Source: an optimization exercise on an open RTL-to-GDS flow (aim: a short achievable clock period and few clock cycles). Production flows keep margins and buffers that such runs may drop.
Where RTL was checked, it was by simulation tests only, not by an equivalence proof against the original.
For runs 1, 2 and 4, only the layout was checked, not whether the RTL still works.
Power and IR drop assume default switching activity.

## flow/flow/run.sh

```bash
#!/bin/bash
set -euo pipefail
cd "$(dirname "$0")/.."
bash standard.sh SETUP_SLACK_MARGIN=${MARGIN:-11.6} GPL_TIMING_DRIVEN=1 finish > standard.log 2>&1
```

## flow/standard.sh

```bash
#!/bin/bash
# synth_recipe.tcl (not shown) runs the flow's synth.tcl, then flattens the netlist and writes it again
# the make line also repeats each setting of config.mk as NAME=value (left out here)
make -C /OpenROAD-flow-scripts/flow DESIGN_CONFIG=/design/flow/config.mk WORK_HOME=/design/flow/orfs CLKGATE_MAP_FILE= SYNTH_SCRIPT=/design/flow/synth_recipe.tcl "${@:-finish}"
```

## flow/config.mk

```make
export PLATFORM = sky130hd
export DESIGN_NAME = arm_core
export DESIGN_NICKNAME = arm_core
export VERILOG_FILES = /design/flow/design.v
export SDC_FILE = /design/flow/constraint.sdc
export NUM_CORES = 4
export LEC_CHECK = 0
export CAP_MARGIN = 20
export CORE_MARGIN = 2
export CORE_UTILIZATION = 40
export PLACE_DENSITY = 0.6
export SLEW_MARGIN = 20
```

## flow/constraint.sdc

```tcl
create_clock -name core_clock -period 16.0 [get_ports {clk}]
set_input_delay 3.2000 -clock core_clock [delete_from_list [all_inputs] [get_ports {clk}]]
set_output_delay 3.2000 -clock core_clock [all_outputs]
set_load 0.01 [all_outputs]
```

## flow/design.v

```verilog
module arm_core (
    input         clk,
    input         rst,
    output [7:0]  imem_addr,
    input  [31:0] imem_data,
    output [5:0]  dmem_addr,
    output [31:0] dmem_wdata,
    output        dmem_we,
    input  [31:0] dmem_rdata,
    output        wb_en,
    output [3:0]  wb_dest,
    output [31:0] wb_value
);
  localparam OP_MOV = 4'd0, OP_MVN = 4'd1, OP_ADD = 4'd2, OP_ADC = 4'd3,
             OP_SUB = 4'd4, OP_SBC = 4'd5, OP_AND = 4'd6, OP_ORR = 4'd7,
             OP_EOR = 4'd8;
  function cond_pass;
    input [3:0] c;
    input n, z, cf, v;
    begin
      case (c)
        4'b0000: cond_pass = z;
        4'b0001: cond_pass = ~z;
        4'b0010: cond_pass = cf;
        4'b0011: cond_pass = ~cf;
        4'b0100: cond_pass = n;
        4'b0101: cond_pass = ~n;
        4'b0110: cond_pass = v;
        4'b0111: cond_pass = ~v;
        4'b1000: cond_pass = cf & ~z;
        4'b1001: cond_pass = ~cf | z;
        4'b1010: cond_pass = (n == v);
        4'b1011: cond_pass = (n != v);
        4'b1100: cond_pass = ~z & (n == v);
        4'b1101: cond_pass = z & (n != v);
        4'b1110: cond_pass = 1'b1;
        default: cond_pass = 1'b0;
      endcase
    end
  endfunction
  reg  [7:0]  pc;
  reg         ir_valid;
  reg  [31:0] ir;
  reg  [7:0]  ir_pc;
  reg         ir_pred;
  reg         de_valid;
  reg  [3:0]  de_cond;
  reg         de_S, de_wb, de_ld, de_st, de_br, de_pred;
  reg         de_arith, de_sub, de_cin1, de_cinc, de_csub, de_csbc;
  reg         de_and, de_orr, de_eor, de_mov, de_mvn;
  reg  [3:0]  de_dest;
  reg  [31:0] de_a, de_b, de_sd;
  reg         de_sa_em, de_sa_mw, de_sa_de, de_sb_em, de_sb_mw, de_sb_de;
  reg         de_ss_em, de_ss_mw, de_ss_de;
  reg  [7:0]  de_target, de_fall;
  reg         em_wen, em_ld, em_st;
  reg  [3:0]  em_dest;
  reg  [31:0] em_val, em_sd;
  reg         mw_wen;
  reg  [3:0]  mw_dest;
  reg  [31:0] mw_val;
  reg         fN, fZ, fC, fV;
  reg  [31:0] rf [0:15];
  wire [31:0] opA = ({32{de_sa_em}} & em_val) | ({32{de_sa_mw}} & mw_val) | ({32{de_sa_de}} & de_a);
  wire [31:0] opB = ({32{de_sb_em}} & em_val) | ({32{de_sb_mw}} & mw_val) | ({32{de_sb_de}} & de_b);
  wire [31:0] opS = ({32{de_ss_em}} & em_val) | ({32{de_ss_mw}} & mw_val) | ({32{de_ss_de}} & de_sd);
  wire e_cond = cond_pass(de_cond, fN, fZ, fC, fV);
  wire e_act  = de_valid & e_cond;
  wire e_cin  = de_cin1 | (de_cinc & fC);
  wire [31:0] bx  = {32{de_sub}} ^ opB;
  wire [32:0] sum = {1'b0, opA} + {1'b0, bx} + {32'b0, e_cin};
  wire [31:0] lres = ({32{de_and}} & (opA & opB)) | ({32{de_orr}} & (opA | opB)) |
                     ({32{de_eor}} & (opA ^ opB)) | ({32{de_mov}} & opB) |
                     ({32{de_mvn}} & ~opB);
  wire [31:0] res  = de_arith ? sum[31:0] : lres;
  wire [31:0] zx = opA ^ bx;
  wire [31:0] zk = {opA[30:0] | bx[30:0], e_cin};
  wire zsum = &(zx ~^ zk);
  wire nN = res[31];
  wire nZ = de_arith ? zsum : ~|lres;
  wire nC = de_arith & (de_csub ? (opA[31] ^ ~opB[31] ^ sum[32]) :
                        de_csbc ? ~sum[32] : sum[32]);
  wire nV = de_arith & (opA[31] ~^ bx[31]) & (sum[31] ^ opA[31]);
  wire e_wen      = e_act & de_wb;
  wire e_taken    = e_act & de_br;
  wire e_redirect = de_valid & de_br & (e_taken != de_pred);
  wire [7:0] e_rpc = e_taken ? de_target : de_fall;
  wire [3:0] d_cond = ir[31:28];
  wire [1:0] d_mode = ir[27:26];
  wire       d_I    = ir[25];
  wire [3:0] d_opc  = ir[24:21];
  wire       d_Sb   = ir[20];
  wire [3:0] d_rn   = ir[19:16];
  wire [3:0] d_rd   = ir[15:12];
  wire [3:0] d_rm   = ir[3:0];
  wire [4:0] d_sha  = ir[11:7];
  reg  [3:0] d_op;
  reg        d_usea;
  always @(*) begin
    d_usea = 1'b1;
    case (d_opc)
      4'b1101: begin d_op = OP_MOV; d_usea = 1'b0; end
      4'b1111: begin d_op = OP_MVN; d_usea = 1'b0; end
      4'b0100: d_op = OP_ADD;
      4'b0101: d_op = OP_ADC;
      4'b0010: d_op = OP_SUB;
      4'b0110: d_op = OP_SBC;
      4'b0000: d_op = OP_AND;
      4'b1100: d_op = OP_ORR;
      4'b0001: d_op = OP_EOR;
      4'b1010: d_op = OP_SUB;
      4'b1000: d_op = OP_AND;
      default: begin d_op = OP_MOV; d_usea = 1'b0; end
    endcase
  end
  wire d_dp  = (d_mode == 2'b00);
  wire d_mem = (d_mode == 2'b01);
  wire d_ld  = d_mem & d_Sb;
  wire d_st  = d_mem & ~d_Sb;
  wire d_br  = (d_mode == 2'b10);
  wire d_wb  = (d_dp & ~(d_opc == 4'b1010 || d_opc == 4'b1000)) | d_ld;
  wire d_S   = d_dp & d_Sb;
  wire d_use_a  = (d_dp | d_mem) & d_usea;
  wire d_use_m  = d_dp & ~d_I;                
  wire d_shift  = d_use_m & (d_sha != 5'd0);  
  wire d_braw   = d_use_m & (d_sha == 5'd0);  
  wire d_use_s  = d_st;                       
  wire mw_hit_n = mw_wen & (mw_dest == d_rn);
  wire mw_hit_m = mw_wen & (mw_dest == d_rm);
  wire mw_hit_d = mw_wen & (mw_dest == d_rd);
  wire em_hit_m = em_wen & (em_dest == d_rm);
  wire [31:0] rd_n = mw_hit_n ? mw_val : (rf[d_rn] & {32{rf_v[d_rn]}});
  wire [31:0] rd_d = mw_hit_d ? mw_val : (rf[d_rd] & {32{rf_v[d_rd]}});
  wire [31:0] rd_m = em_hit_m ? em_val : mw_hit_m ? mw_val : (rf[d_rm] & {32{rf_v[d_rm]}});
  wire [31:0] imm8 = {24'b0, ir[7:0]};
  wire [4:0]  rot  = {ir[11:8], 1'b0};
  wire [31:0] imm_rot = (imm8 >> rot) | (imm8 << (6'd32 - {1'b0, rot}));
  wire [31:0] shifted = (ir[6:5] == 2'b01) ? (rd_m >> d_sha) : (rd_m << d_sha);
  wire [31:0] d_b = d_mem ? {20'b0, ir[11:0]} : d_I ? imm_rot : shifted;
  wire [7:0] d_pc1 = ir_pc + 8'd1;
  wire [7:0] d_tgt = d_pc1 + ir[7:0];
  wire d_tk = cond_pass(d_cond, fN, fZ, fC, fV);
  wire d_known = ir_valid & d_br & ~(de_valid & de_S);
  wire d_redirect = d_known & (d_tk != ir_pred);
  wire d_pred = d_known ? d_tk : ir_pred;
  wire d_redirect_kill = 1'b0;
  wire de_wpot = de_valid & de_wb;
  wire hz_ld = de_wpot & de_ld &
               ((d_use_a & (de_dest == d_rn)) |
                (d_braw  & (de_dest == d_rm)) |
                (d_use_s & (de_dest == d_rd)));
  wire hz_sh = d_shift & ((de_wpot & (de_dest == d_rm)) |
                          (em_wen & em_ld & (em_dest == d_rm)));
  wire d_stall = ir_valid & (hz_ld | hz_sh);
  wire f_a_em = e_wen & (de_dest == d_rn);
  wire f_a_mw = ~f_a_em & em_wen & (em_dest == d_rn);
  wire f_b_em = d_braw & e_wen & (de_dest == d_rm);
  wire f_b_mw = ~f_b_em & d_braw & em_wen & (em_dest == d_rm);
  wire f_s_em = e_wen & (de_dest == d_rd);
  wire f_s_mw = ~f_s_em & em_wen & (em_dest == d_rd);
  wire [3:0] f_cond = imem_data[31:28];
  wire       f_br   = (imem_data[27:25] == 3'b101);
  wire       ir_setter = ir_valid & (ir[27:26] == 2'b00) & ir[20];
  wire       f_flagsafe = ~ir_setter & ~(de_valid & de_S);
  reg  [15:0] pv_fwd, pv_bwd;
  integer k;
  always @(*) begin
    for (k = 0; k < 16; k = k + 1) begin
      pv_fwd[k] = (k == 14) | ((k != 15) & f_flagsafe & cond_pass(k[3:0], fN, fZ, fC, fV));
      pv_bwd[k] = (k == 14) | ((k != 15) & (~f_flagsafe | cond_pass(k[3:0], fN, fZ, fC, fV)));
    end
  end
  wire       f_pred = f_br & (imem_data[23] ? pv_bwd[f_cond] : pv_fwd[f_cond]);
  wire [7:0] pc1      = pc + 8'd1;
  wire [7:0] f_target = pc1 + imem_data[7:0];
  assign imem_addr = pc;
  always @(posedge clk or posedge rst) begin
    if (rst) begin
      pc <= 8'd0;
      ir_valid <= 1'b0;
    end else if (e_redirect) begin
      pc <= e_rpc;
      ir_valid <= 1'b0;
    end else if (d_redirect) begin
      pc <= d_tk ? d_tgt : d_pc1;
      ir_valid <= 1'b0;
    end else if (!d_stall) begin
      pc <= f_pred ? f_target : pc1;
      ir_valid <= 1'b1;
    end
  end
  always @(posedge clk) begin
    if (!d_stall) begin
      ir <= imem_data; ir_pc <= pc; ir_pred <= f_pred;
    end
  end
  always @(posedge clk or posedge rst) begin
    if (rst) de_valid <= 1'b0;
    else     de_valid <= ir_valid & ~d_stall & ~e_redirect & ~d_redirect_kill & (d_dp | d_mem | d_br);
  end
  always @(posedge clk) begin
      de_cond <= d_cond; de_S <= d_S; de_wb <= d_wb;
      de_ld <= d_ld; de_st <= d_st; de_br <= d_br; de_pred <= d_pred;
      de_arith <= (d_op == OP_ADD) | (d_op == OP_ADC) | (d_op == OP_SUB) | (d_op == OP_SBC);
      de_sub   <= (d_op == OP_SUB) | (d_op == OP_SBC);
      de_cin1  <= (d_op == OP_SUB);
      de_cinc  <= (d_op == OP_ADC) | (d_op == OP_SBC);
      de_csub  <= (d_op == OP_SUB);
      de_csbc  <= (d_op == OP_SBC);
      de_and <= (d_op == OP_AND); de_orr <= (d_op == OP_ORR); de_eor <= (d_op == OP_EOR);
      de_mov <= (d_op == OP_MOV); de_mvn <= (d_op == OP_MVN);
      de_dest <= d_rd;
      de_a <= rd_n; de_b <= d_b; de_sd <= rd_d;
      de_sa_em <= f_a_em; de_sa_mw <= f_a_mw; de_sa_de <= ~f_a_em & ~f_a_mw;
      de_sb_em <= f_b_em; de_sb_mw <= f_b_mw; de_sb_de <= ~f_b_em & ~f_b_mw;
      de_ss_em <= f_s_em; de_ss_mw <= f_s_mw; de_ss_de <= ~f_s_em & ~f_s_mw;
      de_target <= d_tgt;
      de_fall <= d_pc1;
  end
  always @(posedge clk or posedge rst) begin
    if (rst) begin
      em_wen <= 1'b0; em_ld <= 1'b0; em_st <= 1'b0;
      mw_wen <= 1'b0;
      fN <= 1'b0; fZ <= 1'b0; fC <= 1'b0; fV <= 1'b0;
    end else begin
      em_wen <= e_wen;
      em_ld  <= e_act & de_ld;
      em_st  <= e_act & de_st;
      if (e_act & de_S) begin
        fN <= nN; fZ <= nZ; fC <= nC; fV <= nV;
      end
      mw_wen <= em_wen;
    end
  end
  always @(posedge clk) begin
    em_dest <= de_dest;
    em_val  <= res;
    em_sd   <= opS;
    mw_dest <= em_dest;
    mw_val  <= em_ld ? dmem_rdata : em_val;
  end
  reg [15:0] rf_v;
  always @(posedge clk or posedge rst) begin
    if (rst) rf_v <= 16'b0;
    else if (mw_wen) rf_v[mw_dest] <= 1'b1;
  end
  always @(posedge clk) begin
    if (mw_wen) rf[mw_dest] <= mw_val;
  end
  assign dmem_addr  = em_val[7:2];
  assign dmem_wdata = em_sd;
  assign dmem_we    = em_st;
  assign wb_en    = mw_wen;
  assign wb_dest  = mw_dest;
  assign wb_value = mw_val;
endmodule
```

==> qor.yml, run 1 <==
grt_max_degree: 65
overflow: 0
dieArea_mm2: 0.1321
relSlewSlack_pct: 18.99
synthToLayoutAreaGrowth_pct: 18.10
combPwrFrac_pct: 33.8
ys.flop_type: "edfxtp_1"
switching_share_pct: 34.28
async_reset_ff_share_pct: 3.986
slowest_delay_ns: 0.50
maxSlewViolCount: 0
pre_cts_ws_ns: 9.568
grt_pass1_wl_um: 285700
cts_buffers: 96
route.detailed.drc: 0
avgSynthCellArea_um2: 12.98
routed_wl_um: 203600
std_cell_rows: 131
synth_simple_gate_area_share_pct: 7.613
cts.sinks: 853
clkLatencyLatePin_ns: 0.75
ioPinCount: 150
syn_inst: 3980
ys_seq_elements: 853
yosys-top-cells-area: "edfxtp_1 32%, mux4_2 21%, dfxtp_1 10%"
die_h_um: 363.4
fmax_mhz: 216.2
cts_root_buffer: "clkbuf_16"
grtUsageTotal_pct: 30.35
worst_pin_slew_ns: 1.202
clockPowerShare_pct: 28.9
required_ns: 16.55
path_clk_slew_ns: 0.06
num_vias: 39400
crit_chain: "buf_8, mux4_2, xnor2_1, nand2_1, a21oi_2, a2111oi_4, buf_6, buf_8, or2_4, a21oi_2, a21oi_1, o21ai_1, mux2i_1"
synth_mux_area_share_pct: 26.39
postPlaceCellArea_mm2: 0.05479
dpl.hpwl_um: 124500
vdd_drop_max_mv: 0.09711
synth_top_area_share_pct: 32.14
yosys_warnings: 1
synth_top_area_cell: "edfxtp_1"
critPathMaxFanout: 5
dr.first_iter.drc_count: 5533
p_leak_nw: 22.71
ys_seq_area_share_pct: 44.09
htreeDepth: 3
layout.nets: 4436
cts_tree: "done"
status: "complete, no violations"
synth_edf_count: 553
cp-start-kind: "primary input"
finalSetupTns_ns: 0
synth-adder-area-share_pct: 3.831
first_global_vias: 37950
cpMaxStageDelayCell: "mux4_2"
ant_nets: 0
ctsHoldBuffers: 0
finClkSkew_ns: 0.05740
synth_top_family_by_area: "multiplexers"
p_int_w: 0.005134
finalCritPeriodShare_pct: 28.90
path_class: "primary input to register"
finalHoldViolCount: 0
viasPerCell: 6.609
p_seq_share_pct: 37.2
port_buffers: 149
wire_per_inst_um: 34.16
finalInstanceArea_mm2: 0.06102
layout-drive-gt1-share_pct: 30.24
synth-compound-area-share_pct: 11.21
cap_violations: 0
hp-class: "register to register"
firstDrtPassIters: 11
min_period_ns: 4.625
p_switching_w: 0.002678
synth.distinct_cells: 99
die_x_um: 363.4
setup_slack_ns: 11.38
core_mm2: 0.1278
antenna_found_initial: 15
place_congestion: 1.035
setup_violations: 0
powerDensity_mw_per_mm2: 128.0
endpoint_kind: "register"
floorplan.initialDensity_pct: 40.42
synthesis.area_mm2: 0.05167
rsz0062_at_grt: "yes"
synth_xor_area_share_pct: 2.722
clk_path_buf_depth: 3
power_w: 0.007812
cp.arrival_ns: 5.17
==> sequential cells by signal, indices dropped and copies added (netlist names), 32 cells and up, named ones only <==
| name | cells |
|---|---|
| de_a | 32 |
| de_b | 32 |
| de_sd | 32 |
| em_sd | 32 |
| em_val | 32 |
| ir | 32 |
| mw_val | 32 |
| rf | 512 |
==> power groups by stage <==
stage          combinational [W]  sequential, W  clock [W]
6_report                 0.00264        0.00291    0.00226
5_1_grt                  0.00277        0.00292    0.00238
4_1_cts                  0.00253        0.00289    0.00230
3_5_place_dp             0.00195        0.00295          0
3_3_place_gp             0.00194        0.00295          0
2_1_floorplan            0.00117        0.00289          0
==> per-stage QoR <==
step | util, % | instances | hold slack, ns
6_report | 47.73 | 5961 | 0.4110
4_1_cts | 47.45 | 5932 | 0.4078
5_1_grt | 47.73 | 5958 | 0.4338
3_5_place_dp | 42.86 | 5574 | 0.4129
2_1_floorplan | - | 3980 | 0.3462
3_3_place_gp | 42.86 | 5574 | 0.4224
==> critical path, delay by kind of cell <==
family | cells | cell delay (ns)
multiplexers | 2 | 0.59
AO/OA/AOI/OAI | 5 | 0.58
buffers and inverters | 3 | 0.37
AND/OR/NAND/NOR | 2 | 0.30
XOR/XNOR | 1 | 0.14
==> synthesized netlist by cell type (all sizes together) (18+ instances only) <==
cell and number:
a211oi 24, a21o 42, a21oi 116, a221oi 24, a222oi 97, a22oi 30
a311oi 24, a31oi 35, and2 35, and3 46, buf 126, clkbuf 209
dfrtp 34, dfxtp 266, edfxtp 553, ha 151, inv 164, mux2 85
mux2i 172, mux4 486, nand2 263, nand2b 88, nand3 44, nand4 34
nor2 145, nor2b 18, nor3 38, nor4 33, o2111ai 23, o211ai 22
o21ai 154, o22ai 24, xnor2 78, xor2 80
==> metal layers <==
layer / GRT usage, % / share of wire (%) / wire, µm / vias up
met2: 45.20 / 44 / 89250 / 2522
li1: - / - / - / 16350
met4: 11.84 / 4.3 / 8696 / 20
met1: 40.48 / 38 / 77560 / 20020
met3: 10.75 / 14 / 28010 / 480
met5: 0 / 0.061 / 125 / -
==> cell families (layout without fill, tap and decap cells) <==
logic type | Yosys count | in the layout
DFF | 853 | 853
buffers and inverters | 501 | 817
muxes | 743 | 743
AOI/OAI and AO/OA | 791 | 791
xor gates and xnor gates | 159 | 159
other | 0 | 3
and+or+nand+nor | 777 | 777
adders and majority gates | 156 | 156
==> cell usage in the layout, fill, tap and decap left out, types with 23 or more instances in the layout <==
cell / count
clkbuf_16: 96
dfrtp_1: 27
dfxtp_4: 50
edfxtp_1: 553
nor2_1: 141
inv_1: 160
nand2b_1: 87
nand3_1: 44
a311oi_1: 24
a21o_1: 42
buf_6: 58
nand2_1: 262
o2111ai_1: 23
buf_12: 30
o21ai_0: 128
clkbuf_1: 25
bufbuf_16: 27
and2_1: 23
nand4_1: 31
mux4_2: 485
a222oi_1: 97
ha_1: 148
a31oi_1: 33
a21oi_1: 109
and3_1: 43
xnor2_1: 78
a22oi_1: 30
clkdlybuf4s50_1: 57
xor2_1: 80
mux2i_1: 169
buf_2: 27
mux2_2: 81
nor3_1: 34
buf_4: 255
dfxtp_1: 197
==> cell type report <==
| type | count | area [µm²] |
|---|---|---|
| Multi-Input combinational cell | 2626 | 27040 |
| Tap cell | 1662 | 2079 |
| Clock buffer | 132 | 2648 |
| Inverter | 166 | 623.1 |
| Clock inverter | 47 | 594.3 |
| Antenna cell | 3 | 7.507 |
| Fill cell | 11220 | 66820 |
| Timing Repair Buffer | 472 | 5032 |
| Sequential cell | 853 | 23000 |
==> timing repair <==
action	in CTS	in global routing
resized for setup	643	44
endpoints found under the setup margin	141	105
cloned	28	0
pin swaps	37	30
setup buffers	151	26
==> final timing paths <==
check,startpoint,endpoint,slack [ns],cells after the start
setup / recovery,imem_data[29],pc[2],11.38,13
hold / removal,em_dest[0],mw_dest[0],0.41,0
setup reg to reg,register,de_b[21],11.62,11
hold reg to reg,em_dest[0],mw_dest[0],0.41,0
max in group asynchronous,rst,pc[4],12.69,3
min in group asynchronous,rst,rf_v[7],2.91,3
==> run 2, diff against run 1 <==
--- a/flow/design.v
+++ b/flow/design.v
@@ -139,11 +139,11 @@
   wire [31:0] d_b = d_mem ? {20'b0, ir[11:0]} : d_I ? imm_rot : shifted;
   wire [7:0] d_pc1 = ir_pc + 8'd1;
   wire [7:0] d_tgt = d_pc1 + ir[7:0];
-  wire d_tk = cond_pass(d_cond, fN, fZ, fC, fV);
-  wire d_known = ir_valid & d_br & ~(de_valid & de_S);
-  wire d_redirect = d_known & (d_tk != ir_pred);
+  wire z_after = (e_act & de_S) ? nZ : fZ;
+  wire d_tk = cond_pass(d_cond, fN, z_after, fC, fV);
+  wire d_known = ir_valid & d_br & (~(de_valid & de_S) | (d_cond[3:1] == 3'b000));
+  wire d_redirect = d_known & (d_tk != ir_pred) & ~e_redirect;
   wire d_pred = d_known ? d_tk : ir_pred;
-  wire d_redirect_kill = 1'b0;
   wire de_wpot = de_valid & de_wb;
   wire hz_ld = de_wpot & de_ld &
                ((d_use_a & (de_dest == d_rn)) |
@@ -170,23 +170,27 @@
       pv_bwd[k] = (k == 14) | ((k != 15) & (~f_flagsafe | cond_pass(k[3:0], fN, fZ, fC, fV)));
     end
   end
-  wire       f_pred = f_br & (imem_data[23] ? pv_bwd[f_cond] : pv_fwd[f_cond]);
-  wire [7:0] pc1      = pc + 8'd1;
-  wire [7:0] f_target = pc1 + imem_data[7:0];
+  wire       f_go = ~e_redirect & ~d_stall;
+  wire       f_pred, f_pred_go;
+  arm_fpred u_fpred (.d(imem_data), .pv_fwd(pv_fwd), .pv_bwd(pv_bwd), .go(f_go),
+                     .pred(f_pred), .pred_go(f_pred_go));
+  wire [7:0] pc1 = pc + 8'd1;
+  wire [7:0] f_target;
+  arm_add8 u_tadd (.a(pc1), .b(imem_data[7:0]), .y(f_target));
+  wire [7:0] pc_alt = e_redirect ? e_rpc : d_stall ? pc : pc1;
+  wire [7:0] pc_f, pc_next;
+  arm_mux8 u_pcsel (.sel(f_pred_go), .a(f_target), .b(pc_alt), .y(pc_f));
+  wire [7:0] d_rpc = ir_pred ? d_pc1 : d_tgt;   
+  arm_mux8 u_pcdsel (.sel(d_redirect), .a(d_rpc), .b(pc_f), .y(pc_next));
   assign imem_addr = pc;
   always @(posedge clk or posedge rst) begin
     if (rst) begin
       pc <= 8'd0;
       ir_valid <= 1'b0;
-    end else if (e_redirect) begin
-      pc <= e_rpc;
-      ir_valid <= 1'b0;
-    end else if (d_redirect) begin
-      pc <= d_tk ? d_tgt : d_pc1;
-      ir_valid <= 1'b0;
-    end else if (!d_stall) begin
-      pc <= f_pred ? f_target : pc1;
-      ir_valid <= 1'b1;
+    end else begin
+      pc <= pc_next;
+      if (e_redirect | d_redirect) ir_valid <= 1'b0;
+      else if (!d_stall) ir_valid <= 1'b1;
     end
   end
   always @(posedge clk) begin
@@ -196,7 +200,7 @@
   end
   always @(posedge clk or posedge rst) begin
     if (rst) de_valid <= 1'b0;
-    else     de_valid <= ir_valid & ~d_stall & ~e_redirect & ~d_redirect_kill & (d_dp | d_mem | d_br);
+    else     de_valid <= ir_valid & ~d_stall & ~e_redirect & (d_dp | d_mem | d_br);
   end
   always @(posedge clk) begin
       de_cond <= d_cond; de_S <= d_S; de_wb <= d_wb;
@@ -254,3 +258,30 @@
   assign wb_dest  = mw_dest;
   assign wb_value = mw_val;
 endmodule
+module arm_fpred (
+    input  [31:0] d,
+    input  [15:0] pv_fwd,
+    input  [15:0] pv_bwd,
+    input         go,
+    output        pred,
+    output        pred_go
+);
+  wire [15:0] v = d[23] ? pv_bwd : pv_fwd;
+  assign pred    = (d[27:25] == 3'b101) & v[d[31:28]];
+  assign pred_go = pred & go;
+endmodule
+module arm_add8 (
+    input  [7:0] a,
+    input  [7:0] b,
+    output [7:0] y
+);
+  assign y = a + b;
+endmodule
+module arm_mux8 (
+    input        sel,
+    input  [7:0] a,
+    input  [7:0] b,
+    output [7:0] y
+);
+  assign y = sel ? a : b;
+endmodule
--- a/flow/config.mk
+++ b/flow/config.mk
@@ -7,6 +7,8 @@
 export LEC_CHECK = 0
 export CAP_MARGIN = 20
 export CORE_MARGIN = 2
-export CORE_UTILIZATION = 40
-export PLACE_DENSITY = 0.6
+export CORE_UTILIZATION = 60
+export PLACE_DENSITY = 0.72
 export SLEW_MARGIN = 20
+export SYNTH_HIERARCHICAL = 1
+export SYNTH_MINIMUM_KEEP_SIZE = 0
==> qor.yml, run 2 <==
yosys-top-cells-area: "edfxtp_1 33%, mux4_2 21%, dfxtp_1 11%"  # was edfxtp_1 32%, mux4_2 21%, dfxtp_1 10%
synth_top_family_by_area: "multiplexers"  # unchanged
clk_path_buf_depth: 3  # unchanged
path_class: "register to register"  # was primary input to register
synth_edf_count: 553  # unchanged
largest_reg_flops: 512  # unchanged
hold_start: "em_dest[3]"  # was em_dest[0]
ys_seq_elements: 853  # unchanged
setup_violations: 0  # unchanged
status: "complete, no violations"  # unchanged
grt_max_degree: 88  # was 65
rsz0062_at_grt: "yes"  # unchanged
synth_mux_area_share_pct: 26.52  # was 26.39%
cp.arrival_ns: 5.32  # was 5.17 ns
dieArea_mm2: 0.08669  # was 0.1321 mm²
finalHoldViolCount: 0  # unchanged
yosysMostFrequentCell: "edfxtp_1"  # unchanged
cts_tree: "done"  # unchanged
viasPerCell: 7.683  # was 6.609
synth.distinct_cells: 94  # was 99
crit_chain: "buf_4, a222oi_1, ha_1, xnor2_1, a2111oi_2, nand4_1, a31oi_4, nor3_1, a211o_1, xor2_1, and3b_2, buf_12, mux2_4"  # was buf_8, mux4_2, xnor2_1, nand2_1, a21oi_2, a2111oi_4, buf_6, buf_8, or2_4, a21oi_2, a21oi_1, o21ai_1, mux2i_1
hp-class: "register to register"  # unchanged
syn_inst: 4034  # was 3980
floorplan.initialDensity_pct: 60.57  # was 40.42%
crit_start: "de_sa_em"  # was imem_data[29]
critPathMaxFanout: 32  # was 5
grtUsageTotal_pct: 47.66  # was 30.35%
maxSlewViolCount: 0  # unchanged
worst_pin_slew_ns: 1.350  # was 1.202 ns
synth_top_area_cell: "edfxtp_1"  # unchanged
num_vias: 41790  # was 39.40k
endpoint_kind: "register"  # unchanged
setup_slack_ns: 11.20  # was 11.38 ns
die_h_um: 294.4  # was 363.4 µm
synthesis.area_mm2: 0.05061  # was 0.05167 mm²
layout-drive-gt1-share_pct: 29.77  # was 30.24%
layout.nets: 4405  # was 4436
finClkSkew_ns: 0.07317  # was 0.05740 ns
cpMaxStageDelayCell: "a222oi_1"  # was mux4_2
synth-adder-area-share_pct: 1.553  # was 3.831%
ioPinCount: 150  # unchanged
yosys_warnings: 7  # was 1
avgSynthCellArea_um2: 12.55  # was 12.98 µm²
reg2reg_from: "de_sa_em"
yosys-top-cells-count: "553 x edfxtp_1, 466 x mux4_2, 302 x nand2_1, 266 x dfxtp_1, 239 x clkbuf_1"  # was 553 x edfxtp_1, 485 x mux4_2, 266 x dfxtp_1, 263 x nand2_1, 209 x clkbuf_1
dr.first_iter.drc_count: 7096  # was 5533
pre_cts_ws_ns: 9.578  # was 9.568 ns
cts.sinks: 853  # unchanged
crit_family: "compound AO/OA/AOI/OAI gates"  # was multiplexers
htreeDepth: 3  # unchanged
finalCritPeriodShare_pct: 29.99  # was 28.90%
synthToLayoutAreaGrowth_pct: 17.66  # was 18.10%
antenna_found_initial: 4  # was 15
postPlaceCellArea_mm2: 0.05324  # was 0.05479 mm²
std_cell_rows: 106  # was 131
fmax_mhz: 208.4  # was 216.2 MHz
ctsHoldBuffers: 0  # unchanged
vdd_drop_max_mv: 0.1623  # was 0.09711 mV
wire_per_inst_um: 38.18  # was 34.16 µm
async_reset_ff_share_pct: 3.986  # unchanged
ys_seq_area_share_pct: 45.01  # was 44.09%
fin_hold_ws_ns: 0.4107  # was 0.4110 ns
p_leak_nw: 21.62  # was 22.71 nW
top_register: "rf"  # unchanged
fillCellCount: 5473  # was 11.22k
cp-start-kind: "register"  # was primary input
powerDensity_mw_per_mm2: 132.2  # was 128.0 mW/mm²
grt_pass1_wl_um: 292600  # was 285700 µm
synth-compound-area-share_pct: 11.67  # was 11.21%
place_congestion: 1.086  # was 1.035
firstDrtPassIters: 9  # was 11
min_period_ns: 4.798  # was 4.625 ns
dpl.hpwl_um: 119900  # was 124500 µm
path_buf_inv: 2  # was 3
ys.flop_type: "edfxtp_1"  # unchanged
finalInstanceArea_mm2: 0.05955  # was 0.06102 mm²
synth_top_area_share_pct: 32.81  # was 32.14%
cts_buffers: 89  # was 96
required_ns: 16.53  # was 16.55 ns
synth_simple_gate_area_share_pct: 8.796  # was 7.613%
synth_xor_area_share_pct: 2.803  # was 2.722%
cts_root_buffer: "clkbuf_16"  # unchanged
overflow: 0  # unchanged
relSlewSlack_pct: 9.973  # was 18.99%
final_common_cell: "edfxtp_1"  # unchanged
die_x_um: 294.4  # was 363.4 µm
routed_wl_um: 207700  # was 203600 µm
ant_nets: 0  # unchanged
finalSetupTns_ns: 0  # unchanged
path_clk_slew_ns: 0.07  # was 0.06 ns
core_mm2: 0.08356  # was 0.1278 mm²
slowest_delay_ns: 0.99  # was 0.50 ns
cap_violations: 0  # unchanged
port_buffers: 149  # unchanged
layout_common_cells: "553 x edfxtp_1, 466 x mux4_2, 302 x nand2_1"  # was 553 x edfxtp_1, 485 x mux4_2, 262 x nand2_1
first_global_vias: 40110  # was 37.95k
clkLatencyLatePin_ns: 0.70  # was 0.75 ns
route.detailed.drc: 0  # unchanged
run 2: cell types whose count changed after synthesis, moves of 22 or more:
cell / delta
a221o_1: +23
a211oi_1: +22
nand2_1: +39
ha_1: -93
inv_1: -54
nor2_1: +84
nor2b_1: +29
a21oi_1: +26
a21o_1: -25
o21ai_0: +57
clkbuf_1: +30
run 2: final cells by class:
cell class / instances / area (µm²) / share of cell area, %
Clock inverter: 45 / 685.7 / 1.151
Timing Repair Buffer: 487 / 5204 / 8.738
Multi-Input combinational cell: 2734 / 26390 / 44.32
Sequential cell: 853 / 22990 / 38.61
Clock buffer: 122 / 2484 / 4.171
Antenna cell: 6 / 15.01 / 0.02521
Inverter: 113 / 430.4 / 0.7228
Tap cell: 1080 / 1351 / 2.269
run 2: what timing repair did:
| action | in CTS | in global routing |
|---|---|---|
| gates resized for setup | 607 | 63 |
| endpoints found under the setup margin | 148 | 106 |
| pin swaps | 24 | 30 |
| setup buffers | 135 | 40 |
| cloned | 29 | 3 |
run 2: path summary, 6_finish.rpt:
kind	endpoint	slack [ns]	cells past startpoint
setup / recovery	pc[2]	11.20	13
hold / removal	mw_dest[3]	0.41	0
setup reg to reg	pc[2]	11.20	13
hold reg to reg	mw_dest[3]	0.41	0
max in group asynchronous	pc[5]	12.62	3
min in group asynchronous	rf_v[5]	2.96	3
run 2: metal layers:
metal  global-route usage (%)  share of wire [%]
met5                        0              0.010
met2                    69.17                 43
met4                    35.39                9.4
met1                    60.80                 34
met3                    14.19                 14
run 2: through the flow:
stage               power [W]  std cells  utilization (%)
CTS                  0.007667       5390            70.56
finish               0.007872       5440            71.27
global placement     0.004937       5059            63.72
floorplan            0.004124       4036                -
detailed placement   0.004965       5059            63.72
global route         0.008042       5434            71.25
run 2: kinds of logic (layout without fill, tap and decap cells):
logic type | after synthesis | in the layout
XOR/XNOR | 162 | 162
multiplexers | 731 | 731
adder cells (fa/ha/maj) | 61 | 61
other | 2 | 10
flip-flops | 853 | 853
buffers and inverters | 452 | 767
AO/OA/AOI/OAI | 841 | 841
AND/OR/NAND/NOR | 932 | 935
run 2: power by group:
| part | switching (W) | total (W) | internal [W] |
|---|---|---|---|
| Sequential | 0.000230 | 0.00289 | 0.00266 |
| Combinational | 0.00154 | 0.00273 | 0.00119 |
| Clock | 0.000945 | 0.00226 | 0.00131 |
run 2: modules after synthesis, one instance, submodules excluded:
module,cells,copies in the design,flip-flops and latches
arm_add8,42,1,0
arm_mux8,9,2,0
arm_fpred,33,1,0
arm_core,3941,1,853
==> run 3, diff against run 2 <==
--- a/flow/design.v
+++ b/flow/design.v
@@ -43,6 +43,10 @@
   reg  [31:0] ir;
   reg  [7:0]  ir_pc;
   reg         ir_pred;
+  reg  [15:0] ir_n_oh, ir_m_oh, ir_d_oh;
+  reg  [3:0]  ir_sh_lo;
+  reg  [7:0]  ir_sh_hi;
+  reg         ir_lsr;
   reg         de_valid;
   reg  [3:0]  de_cond;
   reg         de_S, de_wb, de_ld, de_st, de_br, de_pred;
@@ -55,14 +59,18 @@
   reg  [7:0]  de_target, de_fall;
   reg         em_wen, em_ld, em_st;
   reg  [3:0]  em_dest;
-  reg  [31:0] em_val, em_sd;
+  reg  [31:0] em_val, em_valf, em_sd;
   reg         mw_wen;
   reg  [3:0]  mw_dest;
   reg  [31:0] mw_val;
   reg         fN, fZ, fC, fV;
+  reg  [7:0]  pc_o;
+  reg  [5:0]  em_addr;
+  reg  [31:0] wb_val_o;
   reg  [31:0] rf [0:15];
-  wire [31:0] opA = ({32{de_sa_em}} & em_val) | ({32{de_sa_mw}} & mw_val) | ({32{de_sa_de}} & de_a);
-  wire [31:0] opB = ({32{de_sb_em}} & em_val) | ({32{de_sb_mw}} & mw_val) | ({32{de_sb_de}} & de_b);
+  reg  [15:0] rf_v;
+  wire [31:0] opA = ({32{de_sa_em}} & em_valf) | ({32{de_sa_mw}} & mw_val) | ({32{de_sa_de}} & de_a);
+  wire [31:0] opB = ({32{de_sb_em}} & em_valf) | ({32{de_sb_mw}} & mw_val) | ({32{de_sb_de}} & de_b);
   wire [31:0] opS = ({32{de_ss_em}} & em_val) | ({32{de_ss_mw}} & mw_val) | ({32{de_ss_de}} & de_sd);
   wire e_cond = cond_pass(de_cond, fN, fZ, fC, fV);
   wire e_act  = de_valid & e_cond;
@@ -125,17 +133,25 @@
   wire d_shift  = d_use_m & (d_sha != 5'd0);  
   wire d_braw   = d_use_m & (d_sha == 5'd0);  
   wire d_use_s  = d_st;                       
-  wire mw_hit_n = mw_wen & (mw_dest == d_rn);
-  wire mw_hit_m = mw_wen & (mw_dest == d_rm);
-  wire mw_hit_d = mw_wen & (mw_dest == d_rd);
   wire em_hit_m = em_wen & (em_dest == d_rm);
-  wire [31:0] rd_n = mw_hit_n ? mw_val : (rf[d_rn] & {32{rf_v[d_rn]}});
-  wire [31:0] rd_d = mw_hit_d ? mw_val : (rf[d_rd] & {32{rf_v[d_rd]}});
-  wire [31:0] rd_m = em_hit_m ? em_val : mw_hit_m ? mw_val : (rf[d_rm] & {32{rf_v[d_rm]}});
+  wire [511:0] rf_flat;
+  genvar gr;
+  generate
+    for (gr = 0; gr < 16; gr = gr + 1) begin : g_rf
+      assign rf_flat[gr*32 +: 32] = rf[gr];
+    end
+  endgenerate
+  wire [31:0] rd_n, rd_d, rd_m0;
+  arm_rfread u_rd_n (.sel(ir_n_oh & rf_v), .regs(rf_flat), .y(rd_n));
+  arm_rfread u_rd_d (.sel(ir_d_oh & rf_v), .regs(rf_flat), .y(rd_d));
+  arm_rfread u_rd_m (.sel(ir_m_oh & rf_v), .regs(rf_flat), .y(rd_m0));
+  wire [31:0] rd_m = em_hit_m ? em_val : rd_m0;
   wire [31:0] imm8 = {24'b0, ir[7:0]};
   wire [4:0]  rot  = {ir[11:8], 1'b0};
   wire [31:0] imm_rot = (imm8 >> rot) | (imm8 << (6'd32 - {1'b0, rot}));
-  wire [31:0] shifted = (ir[6:5] == 2'b01) ? (rd_m >> d_sha) : (rd_m << d_sha);
+  wire [31:0] shifted;
+  arm_shift u_shift (.x(rd_m), .lo_l(ir_sh_lo & {4{~ir_lsr}}), .lo_r(ir_sh_lo & {4{ir_lsr}}),
+                     .hi_l(ir_sh_hi & {8{~ir_lsr}}), .hi_r(ir_sh_hi & {8{ir_lsr}}), .y(shifted));
   wire [31:0] d_b = d_mem ? {20'b0, ir[11:0]} : d_I ? imm_rot : shifted;
   wire [7:0] d_pc1 = ir_pc + 8'd1;
   wire [7:0] d_tgt = d_pc1 + ir[7:0];
@@ -160,29 +176,22 @@
   wire f_s_mw = ~f_s_em & em_wen & (em_dest == d_rd);
   wire [3:0] f_cond = imem_data[31:28];
   wire       f_br   = (imem_data[27:25] == 3'b101);
-  wire       ir_setter = ir_valid & (ir[27:26] == 2'b00) & ir[20];
-  wire       f_flagsafe = ~ir_setter & ~(de_valid & de_S);
-  reg  [15:0] pv_fwd, pv_bwd;
-  integer k;
-  always @(*) begin
-    for (k = 0; k < 16; k = k + 1) begin
-      pv_fwd[k] = (k == 14) | ((k != 15) & f_flagsafe & cond_pass(k[3:0], fN, fZ, fC, fV));
-      pv_bwd[k] = (k == 14) | ((k != 15) & (~f_flagsafe | cond_pass(k[3:0], fN, fZ, fC, fV)));
-    end
-  end
   wire       f_go = ~e_redirect & ~d_stall;
-  wire       f_pred, f_pred_go;
-  arm_fpred u_fpred (.d(imem_data), .pv_fwd(pv_fwd), .pv_bwd(pv_bwd), .go(f_go),
-                     .pred(f_pred), .pred_go(f_pred_go));
+  wire       f_pred = f_br & ((f_cond == 4'b1110) | ((f_cond != 4'b1111) & imem_data[23]));
+  wire       f_pred_go = f_pred & f_go;
   wire [7:0] pc1 = pc + 8'd1;
   wire [7:0] f_target;
   arm_add8 u_tadd (.a(pc1), .b(imem_data[7:0]), .y(f_target));
-  wire [7:0] pc_alt = e_redirect ? e_rpc : d_stall ? pc : pc1;
-  wire [7:0] pc_f, pc_next;
-  arm_mux8 u_pcsel (.sel(f_pred_go), .a(f_target), .b(pc_alt), .y(pc_f));
   wire [7:0] d_rpc = ir_pred ? d_pc1 : d_tgt;   
-  arm_mux8 u_pcdsel (.sel(d_redirect), .a(d_rpc), .b(pc_f), .y(pc_next));
-  assign imem_addr = pc;
+  wire [7:0] pc_alt = e_redirect ? e_rpc : d_redirect ? d_rpc : d_stall ? pc : pc1;
+  wire       sel_t = f_pred_go & ~d_redirect;
+  wire [7:0] pc_next;
+  arm_mux8 u_pcsel (.sel(sel_t), .a(f_target), .b(pc_alt), .y(pc_next));
+  wire       sel_to = sel_t & ~rst;
+  wire [7:0] pc_alt_o = pc_alt & {8{~rst}};
+  wire [7:0] pc_next_o;
+  arm_mux8 u_pcselo (.sel(sel_to), .a(f_target), .b(pc_alt_o), .y(pc_next_o));
+  assign imem_addr = pc_o;
   always @(posedge clk or posedge rst) begin
     if (rst) begin
       pc <= 8'd0;
@@ -196,6 +205,12 @@
   always @(posedge clk) begin
     if (!d_stall) begin
       ir <= imem_data; ir_pc <= pc; ir_pred <= f_pred;
+      ir_n_oh  <= 16'b1 << imem_data[19:16];
+      ir_m_oh  <= 16'b1 << imem_data[3:0];
+      ir_d_oh  <= 16'b1 << imem_data[15:12];
+      ir_sh_lo <= 4'b1 << imem_data[8:7];
+      ir_sh_hi <= 8'b1 << imem_data[11:9];
+      ir_lsr   <= (imem_data[6:5] == 2'b01);
     end
   end
   always @(posedge clk or posedge rst) begin
@@ -237,38 +252,32 @@
     end
   end
   always @(posedge clk) begin
+    pc_o <= pc_next_o;
+    if (e_act & (de_ld | de_st)) em_addr <= res[7:2];
+    if (em_wen) wb_val_o <= m_val;
+  end
+  always @(posedge clk) begin
     em_dest <= de_dest;
-    em_val  <= res;
+    em_valf <= res;
+    if (e_act) em_val <= res;
     em_sd   <= opS;
     mw_dest <= em_dest;
-    mw_val  <= em_ld ? dmem_rdata : em_val;
+    mw_val  <= m_val;
   end
-  reg [15:0] rf_v;
+  wire [31:0] m_val = em_ld ? dmem_rdata : em_val;
   always @(posedge clk or posedge rst) begin
     if (rst) rf_v <= 16'b0;
-    else if (mw_wen) rf_v[mw_dest] <= 1'b1;
+    else if (em_wen) rf_v[em_dest] <= 1'b1;
   end
   always @(posedge clk) begin
-    if (mw_wen) rf[mw_dest] <= mw_val;
+    if (em_wen) rf[em_dest] <= m_val;
   end
-  assign dmem_addr  = em_val[7:2];
+  assign dmem_addr  = em_addr;
   assign dmem_wdata = em_sd;
   assign dmem_we    = em_st;
   assign wb_en    = mw_wen;
   assign wb_dest  = mw_dest;
-  assign wb_value = mw_val;
-endmodule
-module arm_fpred (
-    input  [31:0] d,
-    input  [15:0] pv_fwd,
-    input  [15:0] pv_bwd,
-    input         go,
-    output        pred,
-    output        pred_go
-);
-  wire [15:0] v = d[23] ? pv_bwd : pv_fwd;
-  assign pred    = (d[27:25] == 3'b101) & v[d[31:28]];
-  assign pred_go = pred & go;
+  assign wb_value = wb_val_o;
 endmodule
 module arm_add8 (
     input  [7:0] a,
@@ -285,3 +294,37 @@
 );
   assign y = sel ? a : b;
 endmodule
+module arm_rfread (
+    input  [15:0]  sel,
+    input  [511:0] regs,
+    output [31:0]  y
+);
+  reg [31:0] acc;
+  integer k;
+  always @(*) begin
+    acc = 32'b0;
+    for (k = 0; k < 16; k = k + 1)
+      acc = acc | ({32{sel[k]}} & regs[k*32 +: 32]);
+  end
+  assign y = acc;
+endmodule
+module arm_shift (
+    input  [31:0] x,
+    input  [3:0]  lo_l,
+    input  [3:0]  lo_r,
+    input  [7:0]  hi_l,
+    input  [7:0]  hi_r,
+    output [31:0] y
+);
+  reg [31:0] s1, s2;
+  integer j;
+  always @(*) begin
+    s1 = 32'b0;
+    for (j = 0; j < 4; j = j + 1)
+      s1 = s1 | ({32{lo_l[j]}} & (x << j)) | ({32{lo_r[j]}} & (x >> j));
+    s2 = 32'b0;
+    for (j = 0; j < 8; j = j + 1)
+      s2 = s2 | ({32{hi_l[j]}} & (s1 << (4*j))) | ({32{hi_r[j]}} & (s1 >> (4*j)));
+  end
+  assign y = s2;
+endmodule
--- a/flow/config.mk
+++ b/flow/config.mk
@@ -7,8 +7,8 @@
 export LEC_CHECK = 0
 export CAP_MARGIN = 20
 export CORE_MARGIN = 2
-export CORE_UTILIZATION = 60
-export PLACE_DENSITY = 0.72
+export CORE_UTILIZATION = 45
+export PLACE_DENSITY = 0.62
 export SLEW_MARGIN = 20
 export SYNTH_HIERARCHICAL = 1
 export SYNTH_MINIMUM_KEEP_SIZE = 0
==> qor.yml, run 3 <==
status: "complete, no violations"  # unchanged
synth-adder-area-share_pct: 1.600  # was 1.553%
hold_start: "ir[12]"  # was em_dest[3]
crit_chain: "and2_1, buf_6, a22o_1, a221oi_1, nand4_1, mux2_4, buf_4, a222oi_1, nand3_2, a22oi_1, nand3_1, a222oi_1, nor2_2"  # was buf_4, a222oi_1, ha_1, xnor2_1, a2111oi_2, nand4_1, a31oi_4, nor3_1, a211o_1, xor2_1, and3b_2, buf_12, mux2_4
cap_violations: 0  # unchanged
route.detailed.drc: 0  # unchanged
reg2reg_from: "ir_m_oh[4]"  # was de_sa_em
htreeDepth: 3  # unchanged
overflow: 0  # unchanged
die_x_um: 334.3  # was 294.4 µm
setup_slack_ns: 11.43  # was 11.20 ns
synthToLayoutAreaGrowth_pct: 16.13  # was 17.66%
grt_pass1_wl_um: 292000  # was 292600 µm
synth_top_family_by_area: "compound AO/OA/AOI/OAI gates"  # was multiplexers
ys_seq_elements: 980  # was 853
top_register: "rf"  # unchanged
syn_inst: 4030  # was 4034
synthesis.area_mm2: 0.04911  # was 0.05061 mm²
std_cell_rows: 121  # was 106
setup_violations: 0  # unchanged
endpoint_kind: "register"  # unchanged
path_buf_inv: 2  # unchanged
placed_cells: 5391  # was 5059
synth_mux_area_share_pct: 3.590  # was 26.52%
num_vias: 42800  # was 41.79k
cp-start-kind: "register"  # unchanged
cp_common_cell: "a222oi_1"
cts.sinks: 980  # was 853
yosys-top-cells-count: "684 x edfxtp_1, 397 x a22o_1, 387 x a221oi_1, 262 x dfxtp_1, 203 x a22oi_1"  # was 553 x edfxtp_1, 466 x mux4_2, 302 x nand2_1, 266 x dfxtp_1, 239 x clkbuf_1
worst_pin_slew_ns: 1.130  # was 1.350 ns
synth-compound-area-share_pct: 25.11  # was 11.67%
path_clk_slew_ns: 0.06  # was 0.07 ns
synth_xor_area_share_pct: 2.586  # was 2.803%
yosysMostFrequentCell: "edfxtp_1"  # unchanged
clk_path_buf_depth: 3  # unchanged
crit_family: "compound AO/OA/AOI/OAI gates"  # unchanged
antenna_found_initial: 20  # was 4
cts_tree: "done"  # unchanged
slowest_delay_ns: 0.61  # was 0.99 ns
final_common_cell: "edfxtp_1"  # unchanged
wire_per_inst_um: 37.12  # was 38.18 µm
clkLatencyLatePin_ns: 0.74  # was 0.70 ns
vdd_drop_max_mv: 0.1030  # was 0.1623 mV
critPathMaxFanout: 32  # unchanged
finalCritPeriodShare_pct: 28.58  # was 29.99%
first_global_vias: 39660  # was 40.11k
switching_share_pct: 31.18  # was 34.43%
layout.nets: 4368  # was 4405
yosys_warnings: 9  # was 7
cts_buffers: 107  # was 89
cp.arrival_ns: 5.12  # was 5.32 ns
routed_wl_um: 213600  # was 207700 µm
ys.flop_type: "edfxtp_1"  # unchanged
dpl.hpwl_um: 125500  # was 119900 µm
final_cells: 5755  # was 5440
die_h_um: 334.3  # was 294.4 µm
min_period_ns: 4.573  # was 4.798 ns
cts_root_buffer: "clkbuf_16"  # unchanged
synth_simple_gate_area_share_pct: 8.612  # was 8.796%
required_ns: 16.55  # was 16.53 ns
dieArea_mm2: 0.1118  # was 0.08669 mm²
p_seq_share_pct: 42.6  # was 36.7%
path_class: "register to register"  # unchanged
layout-drive-gt1-share_pct: 19.60  # was 29.77%
p_leak_nw: 20.33  # was 21.62 nW
maxSlewViolCount: 0  # unchanged
hp-class: "register to register"  # unchanged
cpMaxStageDelayCell: "a222oi_1"  # unchanged
avgSynthCellArea_um2: 12.19  # was 12.55 µm²
rsz0062_at_grt: "yes"  # unchanged
floorplan.initialDensity_pct: 45.24  # was 60.57%
clockPowerShare_pct: 35.2  # was 28.7%
yosys-top-cells-area: "edfxtp_1 42%, dfxtp_1 11%, a22o_1 7.1%"  # was edfxtp_1 33%, mux4_2 21%, dfxtp_1 11%
core_mm2: 0.1086  # was 0.08356 mm²
synth_top_area_cell: "edfxtp_1"  # unchanged
pre_cts_ws_ns: 9.890  # was 9.578 ns
synth_edf_count: 684  # was 553
finClkSkew_ns: 0.06718  # was 0.07317 ns
fmax_mhz: 218.7  # was 208.4 MHz
synth.distinct_cells: 91  # was 94
largest_reg_flops: 512  # unchanged
async_reset_ff_share_pct: 3.469  # was 3.986%
finalSetupTns_ns: 0  # unchanged
p_switching_w: 0.002325  # was 0.002711 W
synth_top_area_share_pct: 41.83  # was 32.81%
relSlewSlack_pct: 24.66  # was 9.973%
port_buffers: 149  # unchanged
grt_max_degree: 77  # was 88
p_int_w: 0.005131  # was 0.005161 W
dr.first_iter.drc_count: 8110  # was 7096
layout_common_cells: "684 x edfxtp_1, 397 x a22o_1, 383 x a221oi_1"  # was 553 x edfxtp_1, 466 x mux4_2, 302 x nand2_1
ant_nets: 0  # unchanged
ys_seq_area_share_pct: 54.24  # was 45.01%
grtUsageTotal_pct: 36.60  # was 47.66%
place_congestion: 0.9640  # was 1.086
crit_start: "ir_m_oh[4]"  # was de_sa_em
viasPerCell: 7.437  # was 7.683
powerDensity_mw_per_mm2: 130.7  # was 132.2 mW/mm²
combPwrFrac_pct: 22.2  # was 34.7%
ioPinCount: 150  # unchanged
firstDrtPassIters: 15  # was 9
finalHoldViolCount: 0  # unchanged
[run 3: changes by cell type after synthesis, moves of 117 or more]
cell and delta:
mux4_2 -466, a22o_1 +391, a221oi_1 +364, a22oi_1 +186, nand2_1 -173, o21ai_0 -140
edfxtp_1 +131, mux2i_1 -126, nand4_1 +117
[run 3: path summary, 6_finish.rpt]
check                              to  slack [ns]  cells after the start
setup / recovery             de_b[17]       11.43                     13
hold / removal             de_dest[0]        0.42                      0
setup reg to reg             de_b[17]       11.43                     13
hold reg to reg            de_dest[0]        0.42                      0
max in group asynchronous       em_ld       12.68                      2
min in group asynchronous     rf_v[6]        2.87                      2
[run 3: power groups by stage]
stage               clock, W  sequential, W  combinational [W]
detailed placement         0        0.00321            0.00148
global placement           0        0.00321            0.00148
finish               0.00262        0.00317            0.00166
floorplan                  0        0.00311           0.000961
CTS                  0.00263        0.00316            0.00152
global route         0.00274        0.00318            0.00174
[run 3: modules after synthesis, one instance, submodules excluded]
module | flops+latches | cell area, µm² | cells
arm_shift | 0 | 2335 | 339
arm_core | 980 | 37750 | 2623
arm_add8 | 0 | 331.6 | 42
arm_rfread | 0 | 2809 | 336
arm_mux8 | 0 | 131.4 | 9
[run 3: per-stage QoR]
step / hold WS, ns / cell area [µm²] / power (W) / util, %
4_1_cts: 0.4189 / 56060 / 0.007317 / 51.65
3_3_place_gp: 0.4111 / 51670 / 0.004686 / 47.60
3_5_place_dp: 0.4059 / 51680 / 0.004693 / 47.61
2_1_floorplan: 0.3462 / 49190 / 0.004074 / -
6_report: 0.4172 / 57030 / 0.007456 / 52.54
5_1_grt: 0.4409 / 57020 / 0.007661 / 52.53
[run 3: layout make-up]
type / count / area [µm²]
Inverter: 96 / 364.1
Clock inverter: 60 / 709.4
Fill cell: 9366 / 51520
Sequential cell: 980 / 26660
Clock buffer: 144 / 3033
Timing Repair inverter: 2 / 12.51
Timing Repair Buffer: 407 / 3237
Antenna cell: 5 / 12.51
Multi-Input combinational cell: 2647 / 21230
Tap cell: 1414 / 1769
[run 3: metal layers]
metal	vias up	share of wire, %	track usage, %
met5	-	0.12	0.5211
met4	22	6.8	21.10
met3	846	15	13.64
met2	3681	41	51.51
met1	21030	37	48.09
li1	17230	-	-
[run 3: cell families (layout without fill, tap and decap cells)]
logic type,Yosys count,in the layout
AOI/OAI and AO/OA,1475,1476
DFF,980,980
and+or+nand+nor,810,810
buffers and inverters,404,709
muxes,155,155
xor gates and xnor gates,145,145
adders and majority gates,61,61
other,0,5
[run 3: timing repair]
action,4_1_cts,5_1_grt
hold buffers,0,0
cloned,2,4
resized for setup,413,116
pin swaps,75,74
hold endpoints to repair,0,0
endpoints found under the setup margin,137,97
buffers inserted,105,44
Testbench counts of run 3, summed over its fixed seeds: cycles 29,140.
==> run 4, diff against run 3 <==
--- a/flow/design.v
+++ b/flow/design.v
@@ -69,20 +69,28 @@
   reg  [31:0] wb_val_o;
   reg  [31:0] rf [0:15];
   reg  [15:0] rf_v;
-  wire [31:0] opA = ({32{de_sa_em}} & em_valf) | ({32{de_sa_mw}} & mw_val) | ({32{de_sa_de}} & de_a);
-  wire [31:0] opB = ({32{de_sb_em}} & em_valf) | ({32{de_sb_mw}} & mw_val) | ({32{de_sb_de}} & de_b);
+  wire [31:0] opA, opB, opAl, opBl;
+  arm_fwd u_fa  (.s_em(de_sa_em), .s_mw(de_sa_mw), .s_de(de_sa_de),
+                 .em(em_valf), .mw(mw_val), .de(de_a), .y(opA));
+  arm_fwd u_fb  (.s_em(de_sb_em), .s_mw(de_sb_mw), .s_de(de_sb_de),
+                 .em(em_valf), .mw(mw_val), .de(de_b), .y(opB));
+  arm_fwd u_fal (.s_em(de_sa_em), .s_mw(de_sa_mw), .s_de(de_sa_de),
+                 .em(em_valf), .mw(mw_val), .de(de_a), .y(opAl));
+  arm_fwd u_fbl (.s_em(de_sb_em), .s_mw(de_sb_mw), .s_de(de_sb_de),
+                 .em(em_valf), .mw(mw_val), .de(de_b), .y(opBl));
   wire [31:0] opS = ({32{de_ss_em}} & em_val) | ({32{de_ss_mw}} & mw_val) | ({32{de_ss_de}} & de_sd);
   wire e_cond = cond_pass(de_cond, fN, fZ, fC, fV);
   wire e_act  = de_valid & e_cond;
   wire e_cin  = de_cin1 | (de_cinc & fC);
   wire [31:0] bx  = {32{de_sub}} ^ opB;
   wire [32:0] sum = {1'b0, opA} + {1'b0, bx} + {32'b0, e_cin};
-  wire [31:0] lres = ({32{de_and}} & (opA & opB)) | ({32{de_orr}} & (opA | opB)) |
-                     ({32{de_eor}} & (opA ^ opB)) | ({32{de_mov}} & opB) |
-                     ({32{de_mvn}} & ~opB);
+  wire [31:0] lres = ({32{de_and}} & (opAl & opBl)) | ({32{de_orr}} & (opAl | opBl)) |
+                     ({32{de_eor}} & (opAl ^ opBl)) | ({32{de_mov}} & opBl) |
+                     ({32{de_mvn}} & ~opBl);
   wire [31:0] res  = de_arith ? sum[31:0] : lres;
-  wire [31:0] zx = opA ^ bx;
-  wire [31:0] zk = {opA[30:0] | bx[30:0], e_cin};
+  wire [31:0] bxl = {32{de_sub}} ^ opBl;
+  wire [31:0] zx = opAl ^ bxl;
+  wire [31:0] zk = {opAl[30:0] | bxl[30:0], e_cin};
   wire zsum = &(zx ~^ zk);
   wire nN = res[31];
   wire nZ = de_arith ? zsum : ~|lres;
@@ -158,7 +166,13 @@
   wire z_after = (e_act & de_S) ? nZ : fZ;
   wire d_tk = cond_pass(d_cond, fN, z_after, fC, fV);
   wire d_known = ir_valid & d_br & (~(de_valid & de_S) | (d_cond[3:1] == 3'b000));
-  wire d_redirect = d_known & (d_tk != ir_pred) & ~e_redirect;
+  wire d_tk1 = cond_pass(d_cond, fN, 1'b1, fC, fV);
+  wire d_tk0 = cond_pass(d_cond, fN, 1'b0, fC, fV);
+  wire d_rbase = d_known & ~e_redirect;
+  wire d_redirect;
+  arm_zsel u_zsel (.z(nZ), .es(e_act & de_S), .zq(fZ),
+                   .r1(d_rbase & (d_tk1 != ir_pred)), .r0(d_rbase & (d_tk0 != ir_pred)),
+                   .y(d_redirect));
   wire d_pred = d_known ? d_tk : ir_pred;
   wire de_wpot = de_valid & de_wb;
   wire hz_ld = de_wpot & de_ld &
@@ -183,12 +197,15 @@
   wire [7:0] f_target;
   arm_add8 u_tadd (.a(pc1), .b(imem_data[7:0]), .y(f_target));
   wire [7:0] d_rpc = ir_pred ? d_pc1 : d_tgt;   
-  wire [7:0] pc_alt = e_redirect ? e_rpc : d_redirect ? d_rpc : d_stall ? pc : pc1;
+  wire [7:0] pc_alt0 = e_redirect ? e_rpc : d_stall ? pc : pc1;
+  wire [7:0] pc_alt;
+  arm_mux8 u_dsel (.sel(d_redirect), .a(d_rpc), .b(pc_alt0), .y(pc_alt));
   wire       sel_t = f_pred_go & ~d_redirect;
   wire [7:0] pc_next;
   arm_mux8 u_pcsel (.sel(sel_t), .a(f_target), .b(pc_alt), .y(pc_next));
   wire       sel_to = sel_t & ~rst;
-  wire [7:0] pc_alt_o = pc_alt & {8{~rst}};
+  wire [7:0] pc_alt_o;
+  arm_mux8 u_dselo (.sel(d_redirect), .a(d_rpc & {8{~rst}}), .b(pc_alt0 & {8{~rst}}), .y(pc_alt_o));
   wire [7:0] pc_next_o;
   arm_mux8 u_pcselo (.sel(sel_to), .a(f_target), .b(pc_alt_o), .y(pc_next_o));
   assign imem_addr = pc_o;
@@ -253,8 +270,15 @@
   end
   always @(posedge clk) begin
     pc_o <= pc_next_o;
-    if (e_act & (de_ld | de_st)) em_addr <= res[7:2];
-    if (em_wen) wb_val_o <= m_val;
+  end
+  always @(posedge clk or posedge rst) begin
+    if (rst) begin
+      em_addr <= 6'd0;
+      wb_val_o <= 32'd0;
+    end else begin
+      em_addr <= res[7:2];
+      wb_val_o <= m_val;
+    end
   end
   always @(posedge clk) begin
     em_dest <= de_dest;
@@ -262,7 +286,7 @@
     if (e_act) em_val <= res;
     em_sd   <= opS;
     mw_dest <= em_dest;
-    mw_val  <= m_val;
+    if (em_wen) mw_val <= m_val;
   end
   wire [31:0] m_val = em_ld ? dmem_rdata : em_val;
   always @(posedge clk or posedge rst) begin
@@ -328,3 +352,27 @@
   end
   assign y = s2;
 endmodule
+module arm_fwd (
+    input         s_em,
+    input         s_mw,
+    input         s_de,
+    input  [31:0] em,
+    input  [31:0] mw,
+    input  [31:0] de,
+    output [31:0] y
+);
+  assign y = ({32{s_em}} & em) | ({32{s_mw}} & mw) | ({32{s_de}} & de);
+endmodule
+module arm_zsel (
+    input  z,
+    input  es,
+    input  zq,
+    input  r1,
+    input  r0,
+    output y
+);
+  wire rq = zq ? r1 : r0;
+  wire a1 = es ? r1 : rq;
+  wire a0 = es ? r0 : rq;
+  assign y = z ? a1 : a0;
+endmodule
==> qor.yml, run 4 <==
setup_violations: 0  # unchanged
status: "complete, no violations"  # unchanged
cts.sinks: 980  # unchanged
syn_inst: 4337  # was 4030
die_h_um: 343.6  # was 334.3 µm
placed_cells: 5771  # was 5391
worst_pin_slew_ns: 1.240  # was 1.130 ns
finalSetupTns_ns: 0  # unchanged
floorplan.initialDensity_pct: 45.38  # was 45.24%
largest_reg_flops: 512  # unchanged
finalCritPeriodShare_pct: 28.63  # was 28.58%
ys_seq_area_share_pct: 51.58  # was 54.24%
antenna_found_initial: 14  # was 20
grt_pass1_wl_um: 289600  # was 292000 µm
final_cells: 6045  # was 5755
maxSlewViolCount: 0  # unchanged
relSlewSlack_pct: 17.33  # was 24.66%
rsz0062_at_grt: "yes"  # unchanged
p_seq_share_pct: 43.3  # was 42.6%
async_reset_ff_share_pct: 7.347  # was 3.469%
synthesis.area_mm2: 0.05189  # was 0.04911 mm²
ys_seq_elements: 980  # unchanged
wire_per_inst_um: 34.53  # was 37.12 µm
postPlaceCellArea_mm2: 0.05425  # was 0.05168 mm²
clkLatencyLatePin_ns: 0.72  # was 0.74 ns
combPwrFrac_pct: 21.9  # was 22.2%
clk_path_buf_depth: 3  # unchanged
synthToLayoutAreaGrowth_pct: 13.05  # was 16.13%
layout-drive-gt1-share_pct: 15.56  # was 19.60%
switching_share_pct: 30.41  # was 31.18%
path_class: "register to register"  # unchanged
clockPowerShare_pct: 34.8  # was 35.2%
ant_nets: 0  # unchanged
cts_buffers: 102  # was 107
p_switching_w: 0.002204  # was 0.002325 W
p_int_w: 0.005044  # was 0.005131 W
pre_cts_ws_ns: 10.12  # was 9.890 ns
required_ns: 16.57  # was 16.55 ns
vdd_drop_max_mv: 0.1007  # was 0.1030 mV
finalInstanceArea_mm2: 0.05866  # was 0.05703 mm²
place_congestion: 0.9673  # was 0.9640
dieArea_mm2: 0.1180  # was 0.1118 mm²
finClkSkew_ns: 0.03848  # was 0.06718 ns
cp.arrival_ns: 5.15  # was 5.12 ns
num_vias: 43650  # was 42.80k
port_buffers: 149  # unchanged
routed_wl_um: 208700  # was 213600 µm
synth_top_area_share_pct: 39.24  # was 41.83%
endpoint_kind: "register"  # unchanged
path_buf_inv: 6  # was 2
powerDensity_mw_per_mm2: 123.6  # was 130.7 mW/mm²
yosys-top-cells-area: "edfxtp_1 39%, dfxtp_1 8.9%, a22o_1 6.7%"  # was edfxtp_1 42%, dfxtp_1 11%, a22o_1 7.1%
synth_edf_count: 678  # was 684
std_cell_rows: 124  # was 121
final_common_cell: "edfxtp_1"  # unchanged
die_x_um: 343.6  # was 334.3 µm
grtUsageTotal_pct: 33.98  # was 36.60%
fmax_mhz: 218.3  # was 218.7 MHz
crit_family: "simple AND/OR/NAND/NOR gates"  # was compound AO/OA/AOI/OAI gates
cpMaxStageDelayCell: "a222oi_1"  # unchanged
core_mm2: 0.1143  # was 0.1086 mm²
yosys_warnings: 9  # unchanged
synth_top_area_cell: "edfxtp_1"  # unchanged
cts_tree: "done"  # unchanged
slowest_delay_ns: 0.46  # was 0.61 ns
grt_max_degree: 73  # was 77
firstDrtPassIters: 15  # unchanged
avgSynthCellArea_um2: 11.96  # was 12.19 µm²
cts_root_buffer: "clkbuf_16"  # unchanged
cp-start-kind: "register"  # unchanged
yosysMostFrequentCell: "edfxtp_1"  # unchanged
-- run 4: changes by cell type after synthesis, moves of 24 or more --
cell	before	now
xor2_1	38	83
dfxtp_1	262	230
and2_1	67	116
dfrtp_1	34	72
nand2_1	129	92
mux2_2	105	81
o211ai_1	40	11
ha_1	58	151
inv_1	95	282
a222oi_1	123	212
a21oi_1	62	89
nor2_1	191	127
-- run 4: power groups by stage --
stage	clock [W]	combinational, W	sequential (W)
after CTS	0.00254	0.00152	0.00313
after global placement	0	0.00150	0.00318
after detailed placement	0	0.00152	0.00318
after global routing	0.00263	0.00168	0.00315
final	0.00252	0.00159	0.00314
after floorplan	0	0.000995	0.00311
-- run 4: modules after synthesis (local to each module, per instance) --
module      cells  cell area [µm²]  flip-flops and latches
arm_rfread    336             2809                       0
arm_core     2618            38230                     980
arm_add8       42            331.6                       0
arm_mux8        9            131.4                       0
arm_zsel        2            21.27                       0
arm_shift     339             2335                       0
arm_fwd        73            504.2                       0
-- run 4: per-stage QoR --
stage	hold slack [ns]	utilization (%)	power, W
final	0.4368	51.30	0.007247
after global placement	0.4246	47.44	0.004686
after CTS	0.4397	50.75	0.007185
after global routing	0.4472	51.29	0.007468
after floorplan	0.3258	-	0.004103
after detailed placement	0.4286	47.44	0.004699
-- run 4: cells by family after synthesis --
logic type / count (synthesis) / share of synthesized area, %
flip-flops: 980 / 51.58
XOR/XNOR: 189 / 3.190
multiplexers: 166 / 3.735
AO/OA/AOI/OAI: 1508 / 24.28
AND/OR/NAND/NOR: 729 / 7.688
buffers and inverters: 610 / 5.732
adder cells (fa/ha/maj): 155 / 3.796
-- run 4: worst register-to-register path, delay by kind of cell, from the launching register on --
family | cells | cell delay [ns]
mux | 3 | 0.80
simple gates | 5 | 1.26
buf+inv | 6 | 0.76
fa+ha+maj | 1 | 0.14
compound gates | 3 | 1.09
flops | 1 | 0.39
-- run 4: final timing paths --
| check | slack (ns) | cells after the start | startpoint | endpoint |
|---|---|---|---|---|
| worst max-delay path | 11.42 | 18 | de_sb_em | pc_o[0] |
| min in group asynchronous | 2.88 | 2 | rst | pc[5] |
| worst max register to register | 11.42 | 18 | de_sb_em | pc_o[0] |
| worst min register to register | 0.44 | 0 | ir[15] | de_dest[3] |
| worst min-delay path | 0.44 | 0 | ir[15] | de_dest[3] |
| max in group asynchronous | 12.31 | 3 | rst | rf_v[1] |
-- run 4: routing by layer --
| metal | track usage, % | wire length [µm] | vias to the layer above | part of all wire, % |
|---|---|---|---|---|
| met5 | 0 | 15 | - | 0.0072 |
| met4 | 21.02 | 14860 | 2 | 7.1 |
| met3 | 9.610 | 27920 | 882 | 13 |
| met2 | 50.86 | 89630 | 3554 | 43 |
| met1 | 43.54 | 76300 | 21300 | 37 |
| li1 | - | - | 17920 | - |
-- run 4: layout make-up --
class                           instances  area, µm²
Inverter                              285       1077
Clock buffer                          142       2960
Fill cell                            9961      55690
Multi-Input combinational cell       2748      22550
Sequential cell                       980      26800
Tap cell                             1512       1892
Clock inverter                         50      564.3
Antenna cell                            3      7.507
Timing Repair Buffer                  325       2811
-- run 4: what timing repair did --
item	in CTS	in global routing
buffers inserted	32	40
endpoints found under the setup margin	229	88
hold buffers	0	0
resized for setup	429	41
pin swaps	35	43
gates cloned	3	4

-- separate check: timing with driven ports --
The flow's constraints put no driver on any port. The routed layouts listed below were extracted and timed again, unchanged, in two steps. Step 1 (the two cells are an assumption about what drives the block):
set clk [get_ports {clk}]
set_driving_cell -lib_cell sky130_fd_sc_hd__clkbuf_16 $clk
set_driving_cell -lib_cell sky130_fd_sc_hd__buf_2 [delete_from_list [all_inputs] $clk]
Step 2 moves the port delays by t, midway between the first and last clock arrival at a register: inputs arrive t later, outputs are due t later. That takes back most of the time a late clock gives input paths. a / b / c = no drivers / after step 1 / after step 2; a / b = the first two.
| run | t, ns | slack for setup (ns) | worst setup path at the end |
|---|---|---|---|
| run 1 | 0.803 | 11.375 / 11.333 / 10.602 | input to register |
| run 2 | 0.734 | 11.202 / 11.202 / 10.476 | input to register |
| run 3 | 0.792 | 11.427 / 11.347 / 10.789 | input to register |
| run 4 | 0.772 | 11.419 / 11.419 / 10.827 | input to register |
After both steps every run listed still meets setup and hold. For run 1, which loses most, drivers alone change the setup slack by -0.042 ns; drivers and shift together by -0.773 ns.
